From an optimization exercise on the open Yosys and OpenROAD flow, aimed at small area, a short achievable clock period and few clock cycles per item; shortcuts taken in it are not production practice. The RTL was checked by simulation tests, not by an equivalence proof against the original design. No activity file was given, so power comes from the tool's default toggle rates.

alpha:
==> flow/design.v (excerpt) <==
module WallaceTreeMultiplier (
    input                   clk,
    input                   rst,
    input  logic [31:0]     a,
    input  logic [31:0]     b,
    input  logic            start,
    input  logic [1:0]      mul_type,
    output logic            done,
    output logic [63:0]     p
);
Size: ~170 flip-flops, ~14,000 um^2 of cells after synthesis.
export LEC_CHECK = 0
export CAP_MARGIN = 20
export CORE_MARGIN = 2
export CORE_UTILIZATION = 40
export SLEW_MARGIN = 20
create_clock -name core_clock -period 11.0 [get_ports {clk}]
standard.sh (not shown) runs the stock make flow with config.mk's settings and CLKGATE_MAP_FILE= SYNTH_SCRIPT=/design/flow/synth_recipe.tcl, a recipe that flattens the netlist after the stock synthesis.
==> flow/flow/run.sh <==
#!/bin/bash
# Standard layout, with timing repair asked to leave a larger setup margin,
# and plain buffers (not delay buffers) on the ports.
export SETUP_SLACK_MARGIN=7.8
export BUFFER_PORTS_ARGS="-buffer_cell sky130_fd_sc_hd__buf_1"
bash standard.sh > standard_run.log 2>&1
Testbench counts of alpha, summed over its fixed seeds: cycles 15,028, items 2,000.
### alpha -> beta
==> flow/flow/run.sh <==
#!/bin/bash
# Standard layout, with timing repair asked to leave a larger setup margin,
# plain buffers (not delay buffers) on the ports, and no dummy clock loads.
export SETUP_SLACK_MARGIN=7.7
export BUFFER_PORTS_ARGS="-buffer_cell sky130_fd_sc_hd__buf_1"
export CTS_ARGS="-sink_clustering_enable -repair_clock_nets -dont_use_dummy_load"
bash standard.sh > standard_run.log 2>&1
Fraction of area in non-clock buffers delta for beta relative to alpha: 2.9 points lower
Compared with alpha, beta shows a higher proportion of power drawn by flip-flops and latches.
Looking only at total met2 wirelength after detailed routing, and setting everything else aside, the lower value of alpha and beta goes to beta.
Fmax | beta vs alpha | beta slower
Diff alpha -> beta | via count | down by a few percent

========
Setup of north:
Starting RTL as in the previous note.
export LEC_CHECK = 0
export CAP_MARGIN = 20
export CORE_MARGIN = 2
export CORE_UTILIZATION = 40
export SLEW_MARGIN = 20
create_clock -name core_clock -period 11.0 [get_ports {clk}]
==> flow/flow/run.sh <==
#!/bin/bash
# Standard layout, with timing repair asked to leave a larger setup margin,
# plain buffers (not delay buffers) on the ports, and no dummy clock loads.
export SETUP_SLACK_MARGIN=7.55
export BUFFER_PORTS_ARGS="-buffer_cell sky130_fd_sc_hd__buf_1"
export CTS_ARGS="-sink_clustering_enable -repair_clock_nets -dont_use_dummy_load"
bash standard.sh > standard_run.log 2>&1
north: done, clean on timing, DRC and antenna
Testbench counts of north, summed over its fixed seeds: cycles 15,028, items 2,000.
Changes in south relative to north:
==> flow/flow/run.sh <==
#!/bin/bash
# Standard layout, with timing repair asked to leave a larger setup margin.
export SETUP_SLACK_MARGIN=7.8
bash standard.sh > standard_run.log 2>&1
Findings:
Run comparison: south worst setup path startpoint corr; north worst setup path startpoint S[21]
Comparing the two runs side by side, south comes out behind north on final instance area.
south: critical path depth is 12 higher than what north reported.
Highest routed metal layer = met4: north; highest routed metal layer = met5: south
For the data required time at the worst endpoint, south came in 2520 ps higher than north did.
Cmp south and north / met3 track demand over resource / lower: north
| non-clock buffer count | higher: south |
south leaves more setup margin than north.
Routability congestion estimate was higher in the run labelled south.
[compare] base=north new=south: final critical-path required period saw a decrease, combinational cell fraction of total power up 1.3 points, overall power now sits higher.
Relative to south, the following input files were edited for east:
==> flow/flow/run.sh <==
#!/bin/bash
# Standard layout, with timing repair asked to leave a larger setup margin,
# plain buffers (not delay buffers) on the ports, and no dummy clock loads.
export SETUP_SLACK_MARGIN=7.62
export BUFFER_PORTS_ARGS="-buffer_cell sky130_fd_sc_hd__buf_1"
export CTS_ARGS="-sink_clustering_enable -repair_clock_nets -dont_use_dummy_load -sink_clustering_size 30 -sink_clustering_max_diameter 100"
bash standard.sh > standard_run.log 2>&1
### Flow results
Compared with south, east shows post-cts repair resize count lower by 374. A critical-path cell with the highest stage delay of fa_1 is what south shows, while dfxtp_4 belongs to east. east — final critical-path required period 15 ps higher, south as reference. Die area came out exactly the same in east and south.
## Diff of input files: west against east
==> flow/flow/run.sh <==
#!/bin/bash
# Standard layout, with timing repair asked to leave a larger setup margin,
# plain buffers (not delay buffers) on the ports, and no dummy clock loads.
export SETUP_SLACK_MARGIN=7.2
export BUFFER_PORTS_ARGS="-buffer_cell sky130_fd_sc_hd__buf_1"
export CTS_ARGS="-sink_clustering_enable -repair_clock_nets -dont_use_dummy_load"
bash standard.sh > standard_run.log 2>&1
### Flow results
Of east and west, west shows the higher clock skew, with east below it.
Compared with east, west shows arrival time reported for the critical path endpoint higher by 170 ps.
east reports its start point of the critical path as corr while west reports A[5].
On layout net count, east and west are neck and neck.
Critical path depth (higher): east
west and east ended up with roughly the same number of cells in the design after placement.
Post-place instance area: east vs west, no meaningful difference
Between west and east, the share of synthesized registers carrying an async set or reset figures differ only marginally.

========
run A:
WallaceTreeMultiplier again, from the RTL that the note above started with.
Settings: LEC_CHECK=0, CAP_MARGIN=20, CORE_MARGIN=2, CORE_UTILIZATION=40, SLEW_MARGIN=20; clock period 11.0 ns.
==> flow/flow/run.sh <==
#!/bin/bash
# Standard layout, with timing repair asked to leave a larger setup margin,
# plain buffers (not delay buffers) on the ports, and no dummy clock loads.
export SETUP_SLACK_MARGIN=7.8
export BUFFER_PORTS_ARGS="-buffer_cell sky130_fd_sc_hd__buf_1"
export CTS_ARGS="-sink_clustering_enable -repair_clock_nets -dont_use_dummy_load -buf_list {sky130_fd_sc_hd__clkbuf_4 sky130_fd_sc_hd__clkbuf_8}"
bash standard.sh > standard_run.log 2>&1
Run A completed end to end with timing, DRC and antenna clean.
Testbench counts of run A, summed over its fixed seeds: cycles 15,028, items 2,000.
diff inputs: run A => run B
Settings: an added PLACE_DENSITY of 0.7; a change of CORE_UTILIZATION from 40 to 60.
diff --git a/flow/flow/run.sh b/flow/flow/run.sh
--- a/flow/flow/run.sh
+++ b/flow/flow/run.sh
@@ -4 +4 @@
-export SETUP_SLACK_MARGIN=7.8
+export SETUP_SLACK_MARGIN=7.55
@@ -6 +6 @@
-export CTS_ARGS="-sink_clustering_enable -repair_clock_nets -dont_use_dummy_load -buf_list {sky130_fd_sc_hd__clkbuf_4 sky130_fd_sc_hd__clkbuf_8}"
+export CTS_ARGS="-sink_clustering_enable -repair_clock_nets -dont_use_dummy_load"
## What came out
Summary of run B over run A: smallest setup slack after layout fell 0.11 ns, total global routing track utilization rose 8.9 points, final-layout clock-cell area share rose 1.4 points, clock skew rose 0.0047 ns.
The following lists how run C was set up differently from run B:
Settings: PLACE_DENSITY: 0.7 -> unset; CORE_UTILIZATION: 60 -> 40.
==> flow/flow/run.sh <==
#!/bin/bash
# Standard layout, with timing repair asked to leave a larger setup margin.
export SETUP_SLACK_MARGIN=8.1
bash standard.sh > standard_run.log 2>&1
## What came out
Share of power burned in the clock network ended up 1.0 points higher on run C than on run B. [run C vs run B] number of cells on the critical path: higher in run C. Run C vs run B — portion of the layout cell area used by non-clock buffers rose 11 points. Total global-route track usage for run C: 6.8 points down relative to run B. Number of signal-net buffers in the layout came out higher on run C than on run B. Number of post-CTS setup repair buffers ends up higher on run C. There was hardly any difference in final cycle utilization of the critical path between run C and run B. Run C vs run B, startpoint of the most critical setup path: corr vs S[18]. Clock buffer count across run B and run C: no real change. Run B vs run C, critical path start-end classification: reg -> out vs reg -> reg. Site row count is higher on run C. Changes observed in run C relative to run B: clock skew has decreased, post-layout minimum cycle time now smaller.
#### Input delta (run D over run C)
==> flow/flow/run.sh <==
#!/bin/bash
# Standard layout, with timing repair asked to leave a larger setup margin,
# plain buffers (not delay buffers) on the ports, and no dummy clock loads.
export SETUP_SLACK_MARGIN=7.62
export BUFFER_PORTS_ARGS="-buffer_cell sky130_fd_sc_hd__buf_1"
export CTS_ARGS="-sink_clustering_enable -repair_clock_nets -dont_use_dummy_load"
bash standard.sh > standard_run.log 2>&1
## What came out
- Delta (run D minus run C): clock share of power went down, proportion of cell area spent on the clock network went down, non-clock buffer count went down.

========
Starting RTL as in the previous note.
==> flow/design.v (excerpt) <==
module WallaceTreeMultiplier (
    input                   clk,
    input                   rst,
    input  logic [31:0]     a,
    input  logic [31:0]     b,
    input  logic            start,
    input  logic [1:0]      mul_type,
    output logic            done,
    output logic [63:0]     p
);
export LEC_CHECK = 0
export CAP_MARGIN = 20
export CORE_MARGIN = 2
export CORE_UTILIZATION = 40
export SLEW_MARGIN = 20
create_clock -name core_clock -period 11.0 [get_ports {clk}]
==> flow/flow/run.sh <==
#!/bin/bash
# Standard layout, with timing repair asked to leave a larger setup margin,
# and plain buffers (not delay buffers) on the ports.
export SETUP_SLACK_MARGIN=7.8
export BUFFER_PORTS_ARGS="-buffer_cell sky130_fd_sc_hd__buf_2"
bash standard.sh > standard_run.log 2>&1
The first run finished with timing, DRC and antenna clean.
Testbench counts at the start, summed over its fixed seeds: cycles 15,028, items 2,000.
Edit:
==> flow/flow/run.sh (replaced) <==
#!/bin/bash
# Standard layout, with timing repair asked to leave a larger setup margin,
# plain buffers (not delay buffers) on the ports, and no dummy clock loads.
export SETUP_SLACK_MARGIN=7.4
export BUFFER_PORTS_ARGS="-buffer_cell sky130_fd_sc_hd__buf_1"
export CTS_ARGS="-sink_clustering_enable -repair_clock_nets -dont_use_dummy_load"
bash standard.sh > standard_run.log 2>&1
What happened: Final area is lower by 8.9%. Clock-buffer cell count came out lower by 4. Synthesized area does not change. Via count shrinks by about 6%. Total power went down by about 8%. Register-to-register slack is worse by 0.21 ns. Global-route usage came out lower by 1.4 points. Flip-flop and latch count does not change.
Edit:
--- a/flow/flow/run.sh
+++ b/flow/flow/run.sh
@@ -4 +4 @@
-export SETUP_SLACK_MARGIN=7.4
+export SETUP_SLACK_MARGIN=7.8
After rerunning: The changed run passed the timing, DRC and antenna checks; final area came out higher by 8.6%; flip-flop and latch count is unchanged; clock-buffer cell count does not change.

-- separate check: timing with driven ports --
The results above use ideal ports. As a check the final layouts listed here were re-extracted and re-timed, cells and wires unchanged. Step 1 (the two cells are an assumption about what drives the block):
set clk [get_ports {clk}]
set_driving_cell -lib_cell sky130_fd_sc_hd__clkbuf_16 $clk
set_driving_cell -lib_cell sky130_fd_sc_hd__buf_2 [delete_from_list [all_inputs] $clk]
Step 2 also shifts input and output timing later by t, the mid clock arrival at the registers, as if the neighbouring blocks saw the same clock. Three values: no drivers, after step 1, after step 2; two values: the first two.
| run | t, ns | setup slack, ns | hold WS [ns] | slew at the worst register clock pin (ns) | worst data-port slew with drivers (ns) |
|---|---|---|---|---|---|
| alpha | 0.501 | 7.716 / 7.700 / 7.716 | 0.540 / 0.540 / 0.540 | 0.08 / 0.08 | 0.06 |
| beta | 0.489 | 7.693 / 7.677 / 7.693 | 0.543 / 0.543 / 0.543 | 0.08 / 0.08 | 0.05 |
| north | 0.489 | 7.585 / 7.536 / 7.606 | 0.586 / 0.586 / 0.586 | 0.08 / 0.08 | 0.07 |
| south | 0.501 | 7.615 / 7.615 / 7.502 | 0.547 / 0.547 / 0.547 | 0.08 / 0.08 | 0.06 |
| east | 0.495 | 7.600 / 7.599 / 7.600 | 0.571 / 0.571 / 0.571 | 0.07 / 0.07 | 0.05 |
| west | 0.489 | 7.433 / 7.433 / 7.433 | 0.579 / 0.579 / 0.579 | 0.08 / 0.08 | 0.08 |
| run A | 0.527 | 7.710 / 7.666 / 7.710 | 0.608 / 0.608 / 0.608 | 0.10 / 0.10 | 0.06 |
| run B | 0.478 | 7.598 / 7.545 / 7.622 | 0.532 / 0.532 / 0.532 | 0.08 / 0.08 | 0.05 |
| run C | 0.514 | 7.609 / 7.609 / 7.609 | 0.555 / 0.555 / 0.555 | 0.08 / 0.08 | 0.07 |
| run D | 0.495 | 7.600 / 7.599 / 7.600 | 0.571 / 0.571 / 0.571 | 0.07 / 0.07 | 0.05 |
| the first run of note 4 | 0.500 | 7.725 / 7.686 / 7.725 | 0.532 / 0.532 / 0.532 | 0.07 / 0.07 | 0.05 |
| the second run of note 4 | 0.490 | 7.516 / 7.514 / 7.516 | 0.581 / 0.581 / 0.581 | 0.08 / 0.08 | 0.07 |
| the third run of note 4 | 0.486 | 7.735 / 7.718 / 7.735 | 0.540 / 0.540 / 0.540 | 0.07 / 0.07 | 0.06 |
After both steps every run listed still meets setup and hold. The setup slack of south, which loses most, moves by 0.000 ns with the drivers and by -0.113 ns with both steps.
